Source: an optimization exercise on an open RTL-to-GDS flow (aim: small area, a short achievable clock period and few clock cycles per item). Production flows keep margins and buffers that such runs may drop.
Function was checked by simulation only, so behaviour that the tests miss may differ from the original.
Power figures rest on the tool's default switching activity, not on a simulated workload.

### design/flow/run.sh
#!/bin/bash
# synth_recipe.tcl (not shown) runs the flow's synth.tcl, then flattens the netlist and writes it again
# the make line also repeats each setting of config.mk as NAME=value (left out here)
make -C /OpenROAD-flow-scripts/flow DESIGN_CONFIG=/design/flow/config.mk WORK_HOME=/design/flow/orfs CLKGATE_MAP_FILE= SYNTH_SCRIPT=/design/flow/synth_recipe.tcl finish
### design/flow/config.mk
export PLATFORM = sky130hd
export DESIGN_NAME = pdcch_top
export DESIGN_NICKNAME = pdcch_top
export VERILOG_FILES = /design/flow/design.v
export SDC_FILE = /design/flow/constraint.sdc
export NUM_CORES = 4
export LEC_CHECK = 0
export CAP_MARGIN = 20
export CORE_MARGIN = 2
export CORE_UTILIZATION = 40
export SLEW_MARGIN = 20
### design/flow/constraint.sdc
create_clock -name core_clock -period 8.5 [get_ports {clk}]
set_input_delay 1.7000 -clock core_clock [delete_from_list [all_inputs] [get_ports {clk}]]
set_output_delay 1.7000 -clock core_clock [all_outputs]
set_load 0.01 [all_outputs]
### design/flow/design.v
module skid_buffer#(parameter DATA_WIDTH=110,OPT_LOWPOWER=1,OPT_OUTREG=1)(
    input clk,
    input reset,
    input s_axis_valid,
    input [DATA_WIDTH-1:0] s_axis_data,
    output reg s_axis_ready,
    output reg [DATA_WIDTH-1:0] m_axis_data,
    output  reg m_axis_valid,
    input m_axis_ready
);
    reg r_valid;
    reg [DATA_WIDTH-1:0] r_data;
    always@(posedge clk)
        begin
            if(reset)
                begin
                    r_valid<=0;
                end
          else if((((s_axis_valid && s_axis_ready) && (  m_axis_valid && !m_axis_ready))) || ((s_axis_valid && s_axis_ready)  && (!m_axis_ready)))
                begin
                    r_valid<=1;
                end
            else if(m_axis_ready)
                begin
                    r_valid<=0;
                end
        end
  always@(posedge clk)
    begin
      if(OPT_LOWPOWER && reset)
        begin
          r_data<=0;
        end
      else if(OPT_LOWPOWER && ( m_axis_ready))
        begin
          r_data<=0;
        end
      else if((!OPT_LOWPOWER || s_axis_valid ) && (s_axis_ready))
        begin
          r_data<=s_axis_data;
        end
      else if((!OPT_LOWPOWER || !OPT_OUTREG || s_axis_valid) && s_axis_ready)
        begin
          r_data<=s_axis_data;
        end
      else
        begin
        end
    end
  always@(*)
    begin
      s_axis_ready=!r_valid;
    end
  generate if(!OPT_OUTREG)
    begin
      always@(*)
        begin
          m_axis_valid=s_axis_valid || r_valid;
        end
      always@(*)
        begin
          if(r_valid)
            m_axis_data=r_data;
          else if(!OPT_LOWPOWER || s_axis_valid)
            m_axis_data=s_axis_data;
          else
            m_axis_data=0;
        end
    end
    else
      begin
        always@(posedge clk)
          begin
            if(reset)
              begin
                m_axis_valid<=0;
              end
            else if( m_axis_ready)
              begin
                m_axis_valid<=r_valid || s_axis_valid;
              end
            else
              begin
              end
          end
        always@(posedge clk)
          begin
            if(OPT_LOWPOWER && reset)
              m_axis_data<=0;
            else if( m_axis_ready)
              begin
                if(r_valid)
                  m_axis_data<=r_data;
                else if(!OPT_LOWPOWER || s_axis_valid)
                  m_axis_data<=s_axis_data;
                else
                  m_axis_data<=0;
              end
            else
              begin
              end
          end
      end
  endgenerate
endmodule
module pdcch_controller#(
  parameter CONT_OP_CONFIG_BIT_WIDTH=105,
  CONT_IP_CONFIG_BIT_WIDTH=110)(
  input clk,
  input reset,
  input [CONT_IP_CONFIG_BIT_WIDTH-1:0] s_axis_cont_config_data,
  input s_axis_cont_config_valid,
  output reg s_axis_cont_config_ready,
  output reg [CONT_OP_CONFIG_BIT_WIDTH-1:0] m_axis_cont_config_data,
  output reg m_axis_cont_config_valid,
  input m_axis_cont_config_ready
);
  reg [CONT_IP_CONFIG_BIT_WIDTH-1:0] top_configs_1;
  wire [8:0]  Bwpsize            = top_configs_1[109:101];
  wire [11:0] Bwpstart           = top_configs_1[100:89];
  wire [1:0]  coreset_type0      = top_configs_1[88:87];
  wire [6:0]  slotnumber         = top_configs_1[86:80];
  wire [15:0] N_id               = top_configs_1[79:64];
  wire [3:0]  start_symbol       = top_configs_1[63:60];
  wire [12:0] dmrs_offset        = top_configs_1[57:45];
  wire [44:0] freq_bitmap        = top_configs_1[44:0];
  localparam [1:0] IDLE=2'd0, CONT_CONFIG_READ=2'd1, CONT_DATA_CALC=2'd2, CONT_DATA_OUT=2'd3;
  reg [1:0] cont_present_state,cont_next_state;
  reg [63:0] c_init_full;
  reg [15:0] pn_len;
  always@(posedge clk)
    begin
      if(reset)
        begin
          cont_present_state<=IDLE;
        end
      else
        cont_present_state<=cont_next_state;
    end
  always@(*)
    begin
      case(cont_present_state)
        IDLE:begin
          cont_next_state=CONT_CONFIG_READ;
        end
        CONT_CONFIG_READ:begin
          if(s_axis_cont_config_valid && s_axis_cont_config_ready)
            cont_next_state=CONT_DATA_CALC;
          else
            cont_next_state=CONT_CONFIG_READ;
        end
        CONT_DATA_CALC:begin
          cont_next_state=CONT_DATA_OUT;
        end
        CONT_DATA_OUT:begin
          if(m_axis_cont_config_ready)
            cont_next_state=IDLE;
          else
            cont_next_state=CONT_DATA_OUT;
        end
        default:cont_next_state=IDLE;
      endcase
    end
  always@(*)
    begin
      c_init_full=((64'd1<<17)*(((64'd14*slotnumber)+start_symbol+64'd1)*(64'd2*N_id+64'd1))+64'd2*N_id)%(64'd1<<31);
      if(coreset_type0==1)
        pn_len=(Bwpsize*Bwpstart)*6;
      else
        pn_len=Bwpsize*6;
    end
  always@(posedge clk)
    begin
      if(reset)begin
        top_configs_1<=0;
        m_axis_cont_config_data<=0;
      end
      else
        begin
          case(cont_present_state)
            CONT_CONFIG_READ:begin
              if(s_axis_cont_config_valid && s_axis_cont_config_ready)
                top_configs_1<=s_axis_cont_config_data;
            end
            CONT_DATA_CALC:begin
              m_axis_cont_config_data<={c_init_full[30:0],pn_len,dmrs_offset,freq_bitmap};
            end
            default:begin
            end
          endcase
        end
    end
  always@(*)
    begin
      s_axis_cont_config_ready=(cont_present_state==CONT_CONFIG_READ);
      m_axis_cont_config_valid=(cont_present_state==CONT_DATA_OUT);
    end
endmodule
module pdcch_main_module#(
  parameter MAIN_MOD_CONFIG_BIT_WIDTH=105,
  			MAIN_MOD_OP_DATA_WIDTH=8)(
  input clk,
  input reset,
  input [MAIN_MOD_CONFIG_BIT_WIDTH-1:0] s_axis_main_config_data,
  input s_axis_main_config_valid,
  output reg s_axis_main_config_ready,
  output reg [MAIN_MOD_OP_DATA_WIDTH-1:0] m_axis_main_data,
  output reg m_axis_main_valid,
  input m_axis_main_ready
);
  reg [MAIN_MOD_CONFIG_BIT_WIDTH-1:0] cont_configs_2;
  wire [30:0] c_init      = cont_configs_2[104:74];
  wire [15:0] pn_len      = cont_configs_2[73:58];
  wire [12:0] dmrs_offset = cont_configs_2[57:45];
  reg [30:0] x1,x2;
  reg [30:0] lfsr_x1,lfsr_x2;
  reg [15:0] count;
  localparam [2:0] IDLE=3'd0, CONT_CONFIG_READ=3'd1, DATA_CALC=3'd2, LFSR_READ=3'd3, DATA_OUT=3'd4;
  reg [2:0] present_state,next_state;
  wire emit = (count >= {3'b000,dmrs_offset});
  wire step = (present_state==DATA_OUT) && (!emit || m_axis_main_ready);
  always@(posedge clk)
    begin
      if(reset)
        present_state<=IDLE;
      else
        present_state<=next_state;
    end
  always@(*)
    begin
      case(present_state)
        IDLE:next_state=CONT_CONFIG_READ;
        CONT_CONFIG_READ:begin
          if(s_axis_main_config_valid&&s_axis_main_config_ready)
            next_state=DATA_CALC;
          else
            next_state=CONT_CONFIG_READ;
        end
        DATA_CALC:next_state=LFSR_READ;
        LFSR_READ:next_state=DATA_OUT;
        DATA_OUT:begin
          if(step && count==pn_len)
            next_state=IDLE;
          else
            next_state=DATA_OUT;
        end
        default:next_state=IDLE;
      endcase
    end
  always@(posedge clk)
    begin
      if(reset)
        begin
          count<=0;
          cont_configs_2<=0;
          x1<=0;
          x2<=0;
          lfsr_x1<=0;
          lfsr_x2<=0;
        end
      else
        begin
          case(present_state)
            CONT_CONFIG_READ:begin
              if(s_axis_main_config_valid&&s_axis_main_config_ready)
                cont_configs_2<=s_axis_main_config_data;
            end
            DATA_CALC:begin
              x1<=31'h5e485840;
              x2[0] <= ^(c_init & 31'h0099110e);
              x2[1] <= ^(c_init & 31'h0132221c);
              x2[2] <= ^(c_init & 31'h02644438);
              x2[3] <= ^(c_init & 31'h04c88870);
              x2[4] <= ^(c_init & 31'h099110e0);
              x2[5] <= ^(c_init & 31'h132221c0);
              x2[6] <= ^(c_init & 31'h26444380);
              x2[7] <= ^(c_init & 31'h4c888700);
              x2[8] <= ^(c_init & 31'h19110e0f);
              x2[9] <= ^(c_init & 31'h32221c1e);
              x2[10] <= ^(c_init & 31'h6444383c);
              x2[11] <= ^(c_init & 31'h48887077);
              x2[12] <= ^(c_init & 31'h1110e0e1);
              x2[13] <= ^(c_init & 31'h2221c1c2);
              x2[14] <= ^(c_init & 31'h44438384);
              x2[15] <= ^(c_init & 31'h08870707);
              x2[16] <= ^(c_init & 31'h110e0e0e);
              x2[17] <= ^(c_init & 31'h221c1c1c);
              x2[18] <= ^(c_init & 31'h44383838);
              x2[19] <= ^(c_init & 31'h0870707f);
              x2[20] <= ^(c_init & 31'h10e0e0fe);
              x2[21] <= ^(c_init & 31'h21c1c1fc);
              x2[22] <= ^(c_init & 31'h438383f8);
              x2[23] <= ^(c_init & 31'h070707ff);
              x2[24] <= ^(c_init & 31'h0e0e0ffe);
              x2[25] <= ^(c_init & 31'h1c1c1ffc);
              x2[26] <= ^(c_init & 31'h38383ff8);
              x2[27] <= ^(c_init & 31'h70707ff0);
              x2[28] <= ^(c_init & 31'h60e0ffef);
              x2[29] <= ^(c_init & 31'h41c1ffd1);
              x2[30] <= ^(c_init & 31'h0383ffad);
            end
            LFSR_READ:begin
              lfsr_x1<=x1;
              lfsr_x2<=x2;
              count<=0;
            end
            DATA_OUT:begin
              if(step)
                begin
                  lfsr_x1<={lfsr_x1[4]^lfsr_x1[1],lfsr_x1[3]^lfsr_x1[0],lfsr_x1[30:2]};
                  lfsr_x2<={lfsr_x2[4]^lfsr_x2[3]^lfsr_x2[2]^lfsr_x2[1],
                            lfsr_x2[3]^lfsr_x2[2]^lfsr_x2[1]^lfsr_x2[0],lfsr_x2[30:2]};
                  count<=count+1'b1;
                end
            end
            default:begin
            end
          endcase
        end
    end
  always@(*)
    begin
      s_axis_main_config_ready=(present_state==CONT_CONFIG_READ);
      m_axis_main_valid=(present_state==DATA_OUT) && emit;
      m_axis_main_data={6'b000000,lfsr_x1[1]^lfsr_x2[1],lfsr_x1[0]^lfsr_x2[0]};
    end
endmodule
module sync_fifo #(parameter DATA_WIDTH=8,DEPTH=16,PTR_SIZE=$clog2(DEPTH))(
  input aclk,
  input reset,
  input [DATA_WIDTH-1:0] s_axis_data,
  input s_axis_valid,
  output s_axis_ready,
  output [DATA_WIDTH-1:0] m_axis_data,
  output m_axis_valid,
  input m_axis_ready,
  output full,
  output empty
);
  reg [DATA_WIDTH-1:0] fifo[0:DEPTH-1];
  reg [PTR_SIZE:0] wr_ptr,rd_ptr;
  always@(posedge aclk)
    begin
      if(reset)
        wr_ptr<=0;
      else if(s_axis_valid && s_axis_ready)
        begin
          fifo[wr_ptr[PTR_SIZE-1:0]]<=s_axis_data;
          wr_ptr<=wr_ptr+1'b1;
        end
    end
  always@(posedge aclk)
    begin
      if(reset)
        rd_ptr<=0;
      else if(m_axis_valid && m_axis_ready)
        rd_ptr<=rd_ptr+1'b1;
    end
  assign s_axis_ready=!full;
  assign m_axis_data=fifo[rd_ptr[PTR_SIZE-1:0]];
  assign m_axis_valid=!empty;
  assign full=(wr_ptr[PTR_SIZE]!=rd_ptr[PTR_SIZE]) && (wr_ptr[PTR_SIZE-1:0]==rd_ptr[PTR_SIZE-1:0]);
  assign empty=(wr_ptr==rd_ptr);
endmodule
module pdcch_top#(parameter
  TOP_CONFIG_BIT_WIDTH=110,
  CONT_CONFIG_BIT_WIDTH=105,
  OP_DATA_WIDTH=8,
  FIFO_DEPTH=16,
  PTR_SIZE=$clog2(FIFO_DEPTH)
)
  (
    input 								clk,
  	input 								reset,
  	input [TOP_CONFIG_BIT_WIDTH-1:0]  	s_axis_top_config_data,
  	input 								s_axis_top_config_valid,
  	output 								s_axis_top_config_ready,
  	output [OP_DATA_WIDTH-1:0] 	m_axis_top_data,
  	output 						m_axis_top_valid,
  	input 								m_axis_top_ready
);
  wire [TOP_CONFIG_BIT_WIDTH-1:0] 		skid_data;
  wire 									skid_valid;
  wire 									skid_ready;
  skid_buffer#(
    TOP_CONFIG_BIT_WIDTH) 
  s1(
    clk,
    reset,
    s_axis_top_config_valid,
    s_axis_top_config_data,
    s_axis_top_config_ready,
    skid_data,
    skid_valid,
    skid_ready
  );
  wire [CONT_CONFIG_BIT_WIDTH-1:0] 		cont_data;
  wire 									cont_valid;
  wire 									cont_ready;
  pdcch_controller#(
    CONT_CONFIG_BIT_WIDTH,
    TOP_CONFIG_BIT_WIDTH)
  p1(
    clk,
    reset,
    skid_data,
    skid_valid,
    skid_ready,
    cont_data,
    cont_valid,
    cont_ready
  );
  wire [CONT_CONFIG_BIT_WIDTH-1:0] 		skid_2_main_data;
  wire 									skid_2_main_valid;
  wire 									skid_2_main_ready;
  skid_buffer#(
    CONT_CONFIG_BIT_WIDTH)
  s2(
    clk,
    reset,
    cont_valid,
    cont_data,
    cont_ready,
    skid_2_main_data,
    skid_2_main_valid,
    skid_2_main_ready
  );
  wire [OP_DATA_WIDTH-1:0] 				main_2_fifo_data;
  wire 									main_2_fifo_valid;
  wire 									main_2_fifo_ready;
  pdcch_main_module#(
    CONT_CONFIG_BIT_WIDTH,
    OP_DATA_WIDTH)
  m1(
    clk,
    reset,
    skid_2_main_data,
    skid_2_main_valid,
    skid_2_main_ready,
    main_2_fifo_data,
    main_2_fifo_valid,
    main_2_fifo_ready
  );
  wire full,empty;
  sync_fifo#(
    OP_DATA_WIDTH,
    FIFO_DEPTH,
    PTR_SIZE) 
  sf_1(
    clk,
    reset,
    main_2_fifo_data,
    main_2_fifo_valid,
    main_2_fifo_ready,
    m_axis_top_data,
    m_axis_top_valid,
    m_axis_top_ready,
    full,
    empty
  );
endmodule
==> out/metrics.cfg <==
[final_layout]
area.growth.synth_to_final_pct=11.7
utilization_pct=45.1
diodes=0
nets=3903
drive_gt1_share_pct=5.31

[sta]
setup_slack_ns=0.436
worstMarginPinSlew_ns=1.02
period_needed_ns=8.06
slew_violations=0
hold_viol=0
fmax_mhz=124
setup-tns-final_ns=0
skew_ns=0.0286
relSlewSlack_pct=31.9
rsz0062_at_grt=no
post-route-period-util_pct=94.9
finalSetupViolCount=0

[synth]
yosysUniqueCellTypes=61
syn_inst=3638
synth_edf_count=32
yosysMostFrequentCell=nand2_1
synth_top_area_share_pct=36.2
synth.area.top_cells=dfxtp_1, nand2_1, fa_1
synth_commonest_cells=nand2_1, dfxtp_1, a21oi_1
synth.largest_area_cell=dfxtp_1
async_flop_share_pct=0
synth_seq_cells=586
postSynthAreaPerCell_um2=8.43
syn-cell-area_um2=30700
seq_area_frac_synth_pct=39.3
synth_ff_type=dfxtp_1
ys_warn_count=5

[power]
p_comb_share_pct=7.8
switching_share_pct=23.9
power_density_nw_per_um2=184
seqPwrFrac_pct=46.4
vdd_ir_drop_max_mv=0.139
clockPowerShare_pct=45.8
total_power_mw=6.32
p_sw_mw=1.51
internal_power_mw=4.81
p_leak_nw=12.6

[grt]
grt_use_total_pct=16.9
grt_pass1_vias=21972
antenna_found_initial=1
grt_max_degree=122
overflow=0
grt_pass1_wl_mm=112

[detailed_routing]
via_per_inst=4.94
first_iter_violations=1431
wl_per_cell_um=14.2
wirelength_mm=65.8
num_vias=22871
ant_nets=0
drt_pass1_iterations=5
route.detailed.drc=0

[setup_path]
worst_setup_path_end_kind=flop
worstReg2RegStart=p1.top_configs_1[81]
critPathSlowestCell=fa_1
critPathKind=reg -> reg
arrival_ns=8.54
crit_top_cell=fa_1
critPathLaunchType=flop
crit_start=p1.top_configs_1[81]
cp_max_fo=4
crit_path_max_incr_delay_ns=0.57
critical_path_required_ns=8.98

[floorplanning]
ioPinCount=124
rows=101
dieArea_um2=78900
core_area_um2=75900
die_h_um=281
die_w_um=281
initial_utilization_pct=40.4

[min_path]
min-delay-start=s2.m_axis_data[61]
hold_path.class=reg -> reg

[placed_design]
place_congestion=0.859
portBuffers=70
place_worst_setup_slack_ns=0.126
dp_hpwl_mm=43.9

[clock_tree]
holdBufCountCts=0
clock_path_buffers=3
root_buffer=clkbuf_16
cts.htree.levels=2
insertion_delay_ns=0.63
clock-sinks=586
cts_buffers=61
clkTransAtPathRegs_ns=0.07
cts_tree=yes

[flow_run]
cap_violations=0

[outcome]
outcome=no timing/DRC/antenna violations

## per-stage QoR
step / area, um2 / instances / hold WS (ns)
finish: 34300 / 4626 / 0.434
global route: 34300 / 4626 / 0.466
CTS: 34200 / 4626 / 0.447
detailed placement: 32000 / 4513 / 0.440
global placement: 32000 / 4513 / 0.436
floorplan: 30700 / 3643 / 0.429
## registers in the layout, indices dropped and copies added, names as in the netlist, named ones only
signal and count:
p1.cont_present_state 2, s2.r_valid 1, s2.r_data 58, m1.count 16, s2.m_axis_valid 1, sf_1.wr_ptr 5, sf_1.fifo 32, m1.lfsr_x2 31
s1.r_data 63, sf_1.rd_ptr 5, s1.m_axis_data 63, s2.m_axis_data 58, p1.top_configs_1 63, m1.x1 1, m1.x2 31, s1.r_valid 1
m1.present_state 3, m1.lfsr_x1 31, p1.m_axis_cont_config_data 58, s1.m_axis_valid 1, m1.cont_configs_2 58
## cells in the final DEF, fill, tap and decap left out, types with 33 or more instances in the layout
master	n
nand2_1	888
dfxtp_1	551
a21oi_1	394
inv_1	195
xnor2_1	192
nor2_1	160
fa_1	123
ha_1	120
o21ai_0	84
and2_1	72
clkdlybuf4s50_1	69
xor2_1	68
a311oi_1	66
clkbuf_16	65
a211oi_1	62
a31oi_1	59
nand3_1	37
buf_4	34
mux2i_1	33
## path summary, 6_finish.rpt
| check | end | cells past startpoint | slack, ns |
|---|---|---|---|
| worst max-delay path | p1.m_axis_cont_config_data[104] | 30 | 0.44 |
| worst min register to register | m1.cont_configs_2[61] | 2 | 0.43 |
| worst min-delay path | m1.cont_configs_2[61] | 2 | 0.43 |
| worst max register to register | p1.m_axis_cont_config_data[104] | 30 | 0.44 |
## layout make-up
| cell class | instances | area [um2] |
|---|---|---|
| Clock inverter | 32 | 419 |
| Inverter | 196 | 736 |
| Fill cell | 7634 | 41700 |
| Clock buffer | 81 | 1800 |
| Sequential cell | 586 | 12100 |
| Timing Repair Buffer | 105 | 972 |
| Tap cell | 1030 | 1290 |
| Multi-Input combinational cell | 2596 | 17000 |
## critical path: cells and delay by family (launching register included)
kind	cells	cell delay, ns
flip-flops	1	0.36
buffers and inverters	4	0.24
XOR/XNOR	9	2.05
AO/OA/AOI/OAI	2	0.27
AND/OR/NAND/NOR	6	1.23
adder cells (fa/ha/maj)	9	3.76
## per-layer routing
layer / global-route usage, % / share of wire (%) / vias up
li1: - / - / 11838
met1: 24.1 / 50 / 10670
met2: 27.0 / 45 / 284
met3: 2.13 / 3.0 / 77
met4: 3.94 / 1.8 / 2
met5: 0 / 0.020 / -
## kinds of logic (layout without fill, tap and decap cells)
logic type	after synthesis	after routing	share of synthesized area, %
other	1	6	0.0122
DFF	586	586	39.3
buffers and inverters	461	414	5.78
adders and majority gates	243	243	12.9
AOI/OAI and AO/OA	746	746	14.5
xor gates and xnor gates	273	273	8.17
and+or+nand+nor	1285	1285	17.5
muxes	43	43	1.81
## power groups by stage
| stage | registers, mW | logic (mW) | clock network [mW] |
|---|---|---|---|
| CTS | 2.93 | 0.502 | 2.96 |
| finish | 2.93 | 0.494 | 2.89 |
| detailed placement | 2.99 | 0.500 | 0 |
| floorplan | 2.96 | 0.378 | 0 |
| global route | 2.94 | 0.560 | 3.07 |
| global placement | 2.99 | 0.496 | 0 |
## repair_timing
| action | 4_1_cts | 5_1_grt |
|---|---|---|
| buffers inserted | 0 | 0 |
| resized for setup | 0 | 9 |
| setup endpoints to repair | 0 | 1 |
Testbench counts, summed over its fixed seeds: cycles 18,818, items 13,663.

what the ideal ports hide:
No port has a modelled driver above. Below, the same layout with a new extraction and two added sets of constraints.
Step 1: set_driving_cell puts a clkbuf_16 on clk and a buf_2 on each other input, an assumption about the parent block.
Step 2 adds t to the input delays and takes it off the output delays; t is the mean of the earliest and latest rising clock arrival at the registers after step 1. Input paths then give back, and output paths get back, about the clock's delay inside the block.
Slacks: ideal / step 1 / step 2; pairs: ideal / step 1.
t (ns): 0.673
slack for setup (ns): 0.436 / 0.436 / 0.436
hold slack, ns: 0.434 / 0.434 / 0.434
worst setup path after step 2: register to register
slew at the worst register clock pin (ns): 0.07 / 0.07
After both steps this run still meets setup and hold. The setup slack of this run moves by 0.000 ns with the drivers and by 0.000 ns with both steps.
